From an optimization exercise on the open Yosys and OpenROAD flow, aimed at small area; shortcuts taken in it are not production practice.
Where RTL was checked, it was by simulation tests only, not by an equivalence proof against the original.
The RTL of run 2 was laid out without a check of its function.
Power is estimated from default activity; no workload was simulated.

**flow/design.v**
```verilog
module psone_debounce(
	input	iCLK,
	input	iRESET,
	input	iKEY,
	output	oKEY_FRONT
);
reg key_deb;
reg [1:0]  dff;
reg [1:0]  pressed;
reg [10:0] cnt;
always @(posedge iCLK or negedge iRESET) begin
	if (!iRESET) begin
		dff     <= 2'd0;
		pressed <= 2'd0;
		key_deb <= 1'b0;
	end else begin
		dff     <= {dff[0], iKEY};
		pressed <= {pressed[0], key_deb};
		if (cnt[10]) key_deb <= dff[1];
	end
end
always @(posedge iCLK) begin
	if (dff[0] ^ dff[1]) cnt <= 11'd0;
	else if (!cnt[10]) cnt <= cnt + 1'b1;
end
assign oKEY_FRONT = !pressed[0] & pressed[1];
endmodule
module psone(
	input		iCLK,
	input		iRESET,
	input		iKEY_ST,  
	output	oCS,
	output	oCLK,
	output	oMOSI,
	input		iMISO,
	input		iACK,
	input		iRX,
	output	oTX,
	output	oIND
);
wire KEY_PR;
reg en;		 
reg M;		 
reg cs;
reg clk;
reg mosi;
reg tx;
reg [11:0] H;
reg [4:0]  E;
reg [3:0]  B;
reg [1:0]  miso;
reg [71:0] sr;
wire HALF_PER   = (H == 12'd3500);
wire END_PACKET = (B == 4'd9);
wire EN_SPI     = en & ~M & ~END_PACKET;
wire SHIFT      = HALF_PER & E[0] & ~E[4];
always @(posedge iCLK or negedge iRESET) begin
	if (!iRESET) en <= 1'b0;
	else if (KEY_PR) en <= ~en;
end
always @(posedge iCLK or negedge iRESET) begin
	if (!iRESET) begin
		cs   <= 1'b1;
		clk  <= 1'b1;
		mosi <= 1'b0;
	end else begin
		cs   <= EN_SPI ? ((B == 4'd0) ? 1'b0 : cs) : 1'b1;
		clk  <= cs ? 1'b1 : ((HALF_PER & ~E[4]) ? ~clk : clk);
		mosi <= ~cs & (((B == 4'd0) & (E < 5'd3)) |
		               ((B == 4'd1) & ((E == 5'd3) | (E == 5'd4) | (E == 5'd13) | (E == 5'd14))));
	end
end
always @(posedge iCLK or negedge iRESET) begin
	if (!iRESET) begin
		M <= 1'b0;
		E <= 5'd0;
		B <= 4'd0;
	end else if (M) begin
		if (E == 5'd24) E <= 5'd0;
		else if (E >= 5'd22) E <= E + 1'b1;
		else if (HALF_PER) begin
			if (E == 5'd21) begin
				if (B == 4'd8) begin
					M <= 1'b0;
					E <= 5'd0;
					B <= 4'd0;
				end else begin
					E <= 5'd22;
					B <= B + 1'b1;
				end
			end else E <= E + 1'b1;
		end
	end else if (END_PACKET) begin
		M <= 1'b1;
		E <= 5'd24;
		B <= 4'd0;
	end else if (!cs) begin
		if (E == 5'd25) begin
			E <= 5'd0;
			B <= B + 1'b1;
		end else if (HALF_PER) E <= E + 1'b1;
	end else begin
		E <= 5'd0;
		B <= 4'd0;
	end
end
always @(posedge iCLK) begin
	if (M) begin
		if ((HALF_PER & (E == 5'd21) & (B == 4'd8))) H <= 12'd0;
		else if (HALF_PER | (E == 5'd24)) H <= 12'd897;
		else H <= H + 1'b1;
	end else begin
		if (EN_SPI & ~HALF_PER) H <= H + 1'b1;
		else H <= 12'd0;
	end
end
always @(posedge iCLK or negedge iRESET) begin
	if (!iRESET) tx <= 1'b1;
	else if (M) begin
		if (E == 5'd24) tx <= 1'b0;
		else if (HALF_PER & E[0]) tx <= sr[0] | E[4];
	end else tx <= 1'b1;
end
always @(posedge iCLK) begin
	miso <= {miso[0], iMISO};
	if (SHIFT) sr <= {miso[1], sr[71:1]};
end
psone_debounce DEB(
	.iCLK(iCLK),
	.iRESET(iRESET),
	.iKEY(iKEY_ST),
	.oKEY_FRONT(KEY_PR)
);
assign oCS   = cs;
assign oCLK  = clk;
assign oMOSI = mosi;
assign oTX   = tx;
assign oIND  = en;
endmodule
```
**flow/run.sh**
```bash
#!/bin/bash
# synth_recipe.tcl (not shown) runs the flow's synth.tcl, then flattens the netlist and writes it again
# the make line also repeats each setting of config.mk as NAME=value (left out here)
make -C /OpenROAD-flow-scripts/flow DESIGN_CONFIG=/design/flow/config.mk WORK_HOME=/design/flow/orfs CLKGATE_MAP_FILE= SYNTH_SCRIPT=/design/flow/synth_recipe.tcl finish
```
**flow/config.mk**
```make
export PLATFORM = sky130hd
export DESIGN_NAME = psone
export DESIGN_NICKNAME = psone
export VERILOG_FILES = /design/flow/design.v
export SDC_FILE = /design/flow/constraint.sdc
export NUM_CORES = 4
export LEC_CHECK = 0
export CAP_MARGIN = 20
export CORE_MARGIN = 2
export CORE_UTILIZATION = 40
export SLEW_MARGIN = 20
```
**flow/constraint.sdc**
```tcl
create_clock -name core_clock -period 10.0 [get_ports {iCLK}]
set_input_delay 2.0000 -clock core_clock [delete_from_list [all_inputs] [get_ports {iCLK}]]
set_output_delay 2.0000 -clock core_clock [all_outputs]
set_load 0.01 [all_outputs]
```
==> results.ini, run 1 <==
[run_status]
status = complete, no violations

[global_route]
grt_pass1_vias = 2521
gr-total-overflow = 0
antenna_found_initial = 0
grt_pass1_wl_um = 12350
grtUsageTotal = 0.1278
grt_max_degree = 73

[drt]
viasPerCell = 5.070
wire_per_inst_um = 14.31
drc = 0
vias = 2596
first_pass_iters = 4
wirelength_um = 7328
drt-initial-drc-count = 214
drt.antenna.violating_nets = 0

[cts]
cts_made_buffers = 17
post-cts-setup-buffer-count = 0
clock_latency_ns = 0.41
cts_sinks = 117
postCtsResizedCells = 0
ctsRootBufferMaster = clkbuf_16
clk_pin_slew_ns = 0.06
htreeDepth = 4
cts_tree = yes
cts_hold_buf = 0
clockBufferDepth = 2

[critical_path]
cp.arrival_ns = 1.55
crit_path_top_delay_cell = dfstp_2
cp.required_ns = 8.00
worstSetupPathType = reg -> out
max_stage_delay_ns = 0.59
worst_setup_path_start_kind = flop
crit_cells = 1
r2r_cells = 6
crit_path_end_kind = output port
path_max_fanout = 7
setup.worst_path.start = cs
reg2reg_from = H[0]
worst-path-buf-inv = 1
reg2reg_slack_ns = 7.41
critPathTopFamily = flip-flops
r2r-end = sr[69]
crit_end = oCS
path_cells = clkdlybuf4s50_1

[final_layout]
stdcell_area_sq_mm = 0.005379
fillCellCount = 1005
layout_commonest_cell = edfxtp_1
layout-drive-gt1-share = 0.1274
n_antenna_cell = 0
layout_common_cells = edfxtp_1, nor2_1, dfxtp_1, nand2_1
utilization = 0.4751
fin_nets = 372
syn_to_final_growth_pct = 17.04

[logic_synthesis]
synth_flop_cell = edfxtp_1
synth-seq-cells = 117
yosys_warnings = 2
syn_avg_cell_area_sq_um = 13.60
synthArstFlopShare = 0.1709
synth_edf_count = 72
syn_inst = 338
synth_area_sq_mm = 0.004596
ys_types = 57
ys_seq_area_frac = 0.6891
syn_nets = 354

[placed_design]
port_buffers = 8
place_area_sq_mm = 0.004797
dp_hpwl_um = 4325
gp_congestion = 0.8089

[timing]
tns_ns = 0
setup_violations = 0
tightest_slew_ns = 0.9697
hold_viol = 0
period_share = 0.3546
relSlewSlack = 0.3515
rsz0062_at_grt = no
fmax_mhz = 282.0
fin_crit_ns = 3.546
slew_violations = 0
finClkSkew_ns = 0.01424
holdWs_ns = 0.3319

[die]
die_x_um = 111.2
io_pins = 11
die_h_um = 111.2
core-area_sq_mm = 0.01132
fp.dieArea_sq_mm = 0.01236
rows = 39
initial_core_util = 0.4059

[run]
maxCapViolations = 0

[min_path]
hold_path_class = reg -> reg

[power]
leakage_nw = 1.847
p_per_area_mw_per_mm2 = 243.8
peakVddDrop_mv = 0.1725
power_w = 0.001311

logic make-up (layout without fill, tap and decap cells):
kind of cell,after synthesis,in the layout,synth area share
flops,117,117,0.6891
simple gates,111,111,0.1364
compound gates,57,57,0.07923
buf+inv,21,52,0.02423
xor+xnor,18,18,0.03430
fa+ha+maj,10,10,0.02723
mux,4,4,0.009529
stage by stage:
step	setup WS (ns)	std cells
5_1_grt	6.410	512
3_5_place_dp	6.785	480
4_1_cts	6.436	512
3_3_place_gp	6.841	480
2_1_floorplan	3.163	338
6_report	6.454	512
how the worst min path moves through the flow:
stage,cells past startpoint,startpoint,slack (ns),to
2_1_floorplan,0,miso[0],0.31,miso[1]
3_3_place_gp,0,miso[0],0.32,miso[1]
3_5_place_dp,0,miso[0],0.32,miso[1]
4_1_cts,0,miso[0],0.34,miso[1]
5_1_grt,0,miso[0],0.35,miso[1]
6_report,0,miso[0],0.33,miso[1]
sequential cells by signal, summed over array words and instances, names as in the netlist:
signal and cells:
sr 72, en 1, DEB.key_deb 1, tx 1, M 1, mosi 1
E 5, DEB.pressed 2, miso 2, cs 1, DEB.cnt 11, B 4
clk 1, DEB.dff 2, H 12
power by group:
group	internal, W	total, W	leakage [nW]	switching (W)
clock	0.000369	0.000587	0.280	0.000218
sequential	0.000532	0.000562	1.02	0.0000302
combinational	0.0000662	0.000162	0.546	0.0000963
cells in the mapped netlist, types with 2 or more instances:
cell / n / share of area
a21o_1: 2 / 0.0033
a21oi_1: 13 / 0.014
a31oi_1: 3 / 0.0041
and2_1: 3 / 0.0041
and3_1: 3 / 0.0041
buf_2: 3 / 0.0033
clkbuf_1: 3 / 0.0025
clkbuf_8: 2 / 0.0060
dfrtp_1: 17 / 0.093
dfstp_2: 3 / 0.017
dfxtp_1: 25 / 0.11
edfxtp_1: 72 / 0.47
ha_1: 10 / 0.027
inv_1: 11 / 0.0090
mux2_2: 3 / 0.0074
nand2_1: 25 / 0.020
nand3_1: 12 / 0.013
nand3b_1: 4 / 0.0065
nand4_1: 4 / 0.0054
nand4b_1: 3 / 0.0057
nor2_1: 31 / 0.025
nor2b_1: 3 / 0.0041
nor3_1: 4 / 0.0044
nor3b_1: 2 / 0.0033
nor4_1: 2 / 0.0027
o211ai_1: 6 / 0.0098
o21ai_0: 16 / 0.017
o22ai_1: 2 / 0.0027
o31ai_1: 5 / 0.0082
or3_1: 3 / 0.0041
xnor2_1: 7 / 0.013
xor2_1: 11 / 0.021
final cells by class:
type	instances	area, sq um	share of cell area
sequential	117	3167	0.5887
timing repair buffer	9	87.58	0.01628
tap	143	178.9	0.03326
clock inverter	14	152.6	0.02838
inverter	11	41.29	0.007676
multi-input combinational	200	1323	0.2459
clock buffer	18	429.2	0.07979
per-layer routing:
metal | GRT usage | vias up | share of wire
met1 | 0.1714 | 1259 | 0.49
met3 | 0.05139 | 8 | 0.047
met5 | 0 | - | 0
met2 | 0.1809 | 43 | 0.45
met4 | 0.06173 | 0 | 0.013
li1 | - | 1286 | -
==> run 2, diff against run 1 <==
--- a/flow/design.v
+++ b/flow/design.v
@@ -7,7 +7,8 @@
 reg key_deb;
 reg [1:0]  dff;
 reg [1:0]  pressed;
-reg [10:0] cnt;
+localparam N = 11;
+reg [N-1:0] cnt;
 always @(posedge iCLK or negedge iRESET) begin
 	if (!iRESET) begin
 		dff     <= 2'd0;
@@ -16,12 +17,12 @@
 	end else begin
 		dff     <= {dff[0], iKEY};
 		pressed <= {pressed[0], key_deb};
-		if (cnt[10]) key_deb <= dff[1];
+		if (cnt[N-1]) key_deb <= dff[1];
 	end
 end
 always @(posedge iCLK) begin
-	if (dff[0] ^ dff[1]) cnt <= 11'd0;
-	else if (!cnt[10]) cnt <= cnt + 1'b1;
+	if (dff[0] ^ dff[1]) cnt <= 0;
+	else if (!cnt[N-1]) cnt <= cnt + 1'b1;
 end
 assign oKEY_FRONT = !pressed[0] & pressed[1];
 endmodule
@@ -38,6 +39,9 @@
 	output	oTX,
 	output	oIND
 );
+localparam HP = 3500;			 
+localparam HB = 2604;			 
+localparam HR = HP - HB + 1;	 
 wire KEY_PR;
 reg en;		 
 reg M;		 
@@ -50,7 +54,7 @@
 reg [3:0]  B;
 reg [1:0]  miso;
 reg [71:0] sr;
-wire HALF_PER   = (H == 12'd3500);
+wire HALF_PER   = (H == HP);
 wire END_PACKET = (B == 4'd9);
 wire EN_SPI     = en & ~M & ~END_PACKET;
 wire SHIFT      = HALF_PER & E[0] & ~E[4];
@@ -107,7 +111,7 @@
 always @(posedge iCLK) begin
 	if (M) begin
 		if ((HALF_PER & (E == 5'd21) & (B == 4'd8))) H <= 12'd0;
-		else if (HALF_PER | (E == 5'd24)) H <= 12'd897;
+		else if (HALF_PER | (E == 5'd24)) H <= HR;
 		else H <= H + 1'b1;
 	end else begin
 		if (EN_SPI & ~HALF_PER) H <= H + 1'b1;
--- a/flow/config.mk
+++ b/flow/config.mk
@@ -8,4 +8,7 @@
 export CAP_MARGIN = 20
 export CORE_MARGIN = 2
 export CORE_UTILIZATION = 40
+export CTS_BUF_LIST = sky130_fd_sc_hd__clkbuf_4
+export CTS_CLUSTER_DIAMETER = 100
+export CTS_CLUSTER_SIZE = 40
 export SLEW_MARGIN = 20
==> run 2 against run 1 <==
Effect of this change:
- still clean on timing, DRC and antenna
- routed wire length decreased by 1.3%
- clock-buffer cell count unchanged
- clock skew increased by 0.0029 ns
- setup slack got worse by 0.11 ns
- area after synthesis unchanged
- clock power decreased by 42%
- flip-flop and latch count unchanged
- largest cell class unchanged
==> results.ini, run 2 <==
[run_status]
status = complete, no violations

[die]
die_x_um = 111.2  ; unchanged
initial_core_util = 0.4059  ; unchanged
fp.dieArea_sq_mm = 0.01236  ; unchanged
io_pins = 11  ; unchanged
die_h_um = 111.2  ; unchanged
rows = 39  ; unchanged
core-area_sq_mm = 0.01132  ; unchanged

[timing]
rsz0062_at_grt = no
slew_violations = 0  ; unchanged
setup_violations = 0  ; unchanged
tightest_slew_ns = 0.8334  ; -0.1363 ns
tns_ns = 0  ; unchanged
period_share = 0.3657  ; +0.01104
fin_crit_ns = 3.657  ; +0.1104 ns
fmax_mhz = 273.5  ; -3.0%
hold_viol = 0  ; unchanged
relSlewSlack = 0.4425  ; +0.09100
finClkSkew_ns = 0.01717  ; +0.002936 ns

[logic_synthesis]
syn_avg_cell_area_sq_um = 13.60  ; unchanged
synth.area.mux_share = 0.009529  ; unchanged
synthAdderAreaFrac = 0.02723  ; unchanged
synth_edf_count = 72  ; unchanged
yosysTopAreaCellShare = 0.4705  ; unchanged
ys_seq_area_frac = 0.6891  ; unchanged
synth_top_family_by_area = simple AND/OR/NAND/NOR gates
synth_area_sq_mm = 0.004596  ; unchanged
synth_flop_cell = edfxtp_1
synth-seq-cells = 117  ; unchanged
synth_xor_area_frac = 0.03430  ; unchanged
synth-compound-area-share = 0.07923  ; unchanged
ys_types = 57  ; unchanged
synth.area.top_cells = edfxtp_1, dfxtp_1, dfrtp_1
synthTopCellsByCount = edfxtp_1, nor2_1, dfxtp_1, nand2_1, dfrtp_1
yosys_warnings = 2  ; unchanged
syn_inst = 338  ; unchanged
synth-simple-area-share = 0.1364  ; unchanged
synth.most_common_cell = edfxtp_1
synthArstFlopShare = 0.1709  ; unchanged
yosysTopAreaCell = edfxtp_1
syn_nets = 354  ; unchanged

[drt]
wire_per_inst_um = 14.13  ; -1.3%
drt-initial-drc-count = 203  ; -5.1%
drt.antenna.violating_nets = 0  ; unchanged
wirelength_um = 7234  ; -1.3%
first_pass_iters = 4  ; unchanged
vias = 2604  ; +0.31%
drc = 0  ; unchanged
viasPerCell = 5.086  ; +0.31%

[final_layout]
fin_cells = 512  ; unchanged
n_antenna_cell = 0  ; unchanged
layout_commonest_cell = edfxtp_1
stdcell_area_sq_mm = 0.005080  ; -5.6%
top_register = sr
largest_register_ffs = 72  ; unchanged
layout-drive-gt1-share = 0.1328  ; +0.005420
syn_to_final_growth_pct = 10.54
fillCellCount = 1040  ; +3.5%
fin_nets = 372  ; unchanged
top_regs = sr x72, H x12, DEB.cnt x11
layout_common_cells = edfxtp_1, nor2_1, dfxtp_1, nand2_1, clkbuf_4

[placed_design]
gp_congestion = 0.8089  ; unchanged
place_area_sq_mm = 0.004797  ; unchanged
dpl.cell_count = 480  ; unchanged
dp_hpwl_um = 4325  ; unchanged
port_buffers = 8  ; unchanged

[critical_path]
max_stage_delay_ns = 0.61  ; +0.02 ns
path_max_fanout = 7  ; unchanged
crit_cells = 1  ; unchanged
worstSetupPathType = reg -> out
crit_path_top_delay_cell = dfstp_2
cp.required_ns = 8.00  ; about the same
path_cells = clkdlybuf4s50_1
worst-path-buf-inv = 1  ; unchanged
critPathTopFamily = flip-flops
cp.arrival_ns = 1.66  ; +0.11 ns
crit_path_end_kind = output port
worst_setup_path_start_kind = flop
r2r_cells = 6  ; unchanged

[cts]
htreeDepth = 4  ; unchanged
clockBufferDepth = 2  ; unchanged
postCtsResizedCells = 0  ; unchanged
cts_made_buffers = 17  ; unchanged
ctsRootBufferMaster = clkbuf_4
clk_pin_slew_ns = 0.12  ; +0.06 ns
cts_tree = yes
cts_sinks = 117  ; unchanged
post-cts-setup-buffer-count = 0  ; unchanged
clock_latency_ns = 0.51  ; +0.10 ns
cts_hold_buf = 0  ; unchanged

[global_route]
grt_max_degree = 73  ; unchanged
grt_pass1_wl_um = 12190  ; -1.3%
gr-total-overflow = 0  ; unchanged
antenna_found_initial = 0  ; unchanged
grtUsageTotal = 0.1268  ; -0.001072
grt_pass1_vias = 2471  ; -2.0%

[min_path]
hold_path_class = reg -> reg
hold_depth = 0  ; unchanged

[power]
leakage_nw = 1.719  ; -6.9%
p_per_area_mw_per_mm2 = 209.0  ; -14%
peakVddDrop_mv = 0.1377  ; -20%

[run]
maxCapViolations = 0  ; unchanged

-- run 2: layout make-up --
type                       instances  area, sq um  share of cell area
clock buffer                      18        135.1             0.02660
clock inverter                    14        152.6             0.03005
inverter                          11        41.29            0.008128
multi-input combinational        200         1323              0.2603
sequential                       117         3167              0.6234
tap                              143        178.9             0.03522
timing repair buffer               9        82.58             0.01626
-- run 2: layer usage --
metal	track usage	wire [um]
met1	0.1706	3596
met2	0.1789	3231
met3	0.05303	301
met4	0.05761	105
met5	0	0
-- run 2: worst register-to-register path, delay by kind of cell, from the launching register on --
family | cells | cell delay, ns
simple gates | 3 | 0.88
buf+inv | 2 | 0.76
flops | 1 | 0.36
fa+ha+maj | 1 | 0.19
-- run 2: path summary, 6_finish.rpt --
check / start / end / slack, ns
setup / recovery: cs / oCS / 6.34
hold / removal: miso[0] / miso[1] / 0.35
setup reg to reg: H[0] / sr[69] / 7.42
hold reg to reg: miso[0] / miso[1] / 0.35
max in group asynchronous: iRESET / clk / 8.21
min in group asynchronous: iRESET / B[3] / 1.42
-- run 2: cells by family (layout without fill, tap and decap cells) --
family	Yosys count	in the layout
flops	117	117
simple gates	111	111
compound gates	57	57
buf+inv	21	52
xor+xnor	18	18
fa+ha+maj	10	10
mux	4	4
-- run 2: power by group --
group	switching [W]	internal, W	total, W
Combinational	0.0000951	0.0000657	0.000161
Clock	0.000186	0.000154	0.000340
Sequential	0.0000300	0.000531	0.000561
Total	0.000311	0.000750	0.00106
-- run 2: stage by stage --
stage | power, W | worst slack [ns] | utilization | hold slack (ns)
2_1_floorplan | 0.0006826 | 3.163 | - | 0.3096
3_3_place_gp | 0.0007267 | 6.841 | 0.4237 | 0.3164
3_5_place_dp | 0.0007303 | 6.785 | 0.4237 | 0.3168
4_1_cts | 0.001075 | 6.288 | 0.4492 | 0.3496
5_1_grt | 0.001123 | 6.237 | 0.4487 | 0.3612
6_report | 0.001062 | 6.343 | 0.4487 | 0.3475

==> static timing again, ports no longer ideal <==
The flow's constraints put no driver on any port. The routed layouts listed below were extracted and timed again, unchanged, in two steps. Step 1, drivers: a clkbuf_16 drives iCLK and a buf_2 each remaining input, both assumed. Step 2 adds t to the input delays and takes it off the output delays; t is the mean of the earliest and latest rising clock arrival at the registers after step 1. Input paths then give back, and output paths get back, about the clock's delay inside the block. a / b / c = ideal ports / drivers / drivers and shift; a / b = the first two.
run | shift t [ns] | slack for setup (ns) | worst hold slack (ns)
run 1 | 0.440 | 6.454 / 6.418 / 6.839 | 0.332 / 0.332 / 0.332
run 2 | 0.528 | 6.343 / 6.316 / 6.843 | 0.347 / 0.347 / 0.347
After both steps every run listed still meets setup and hold. Setup slack includes reset recovery checks.
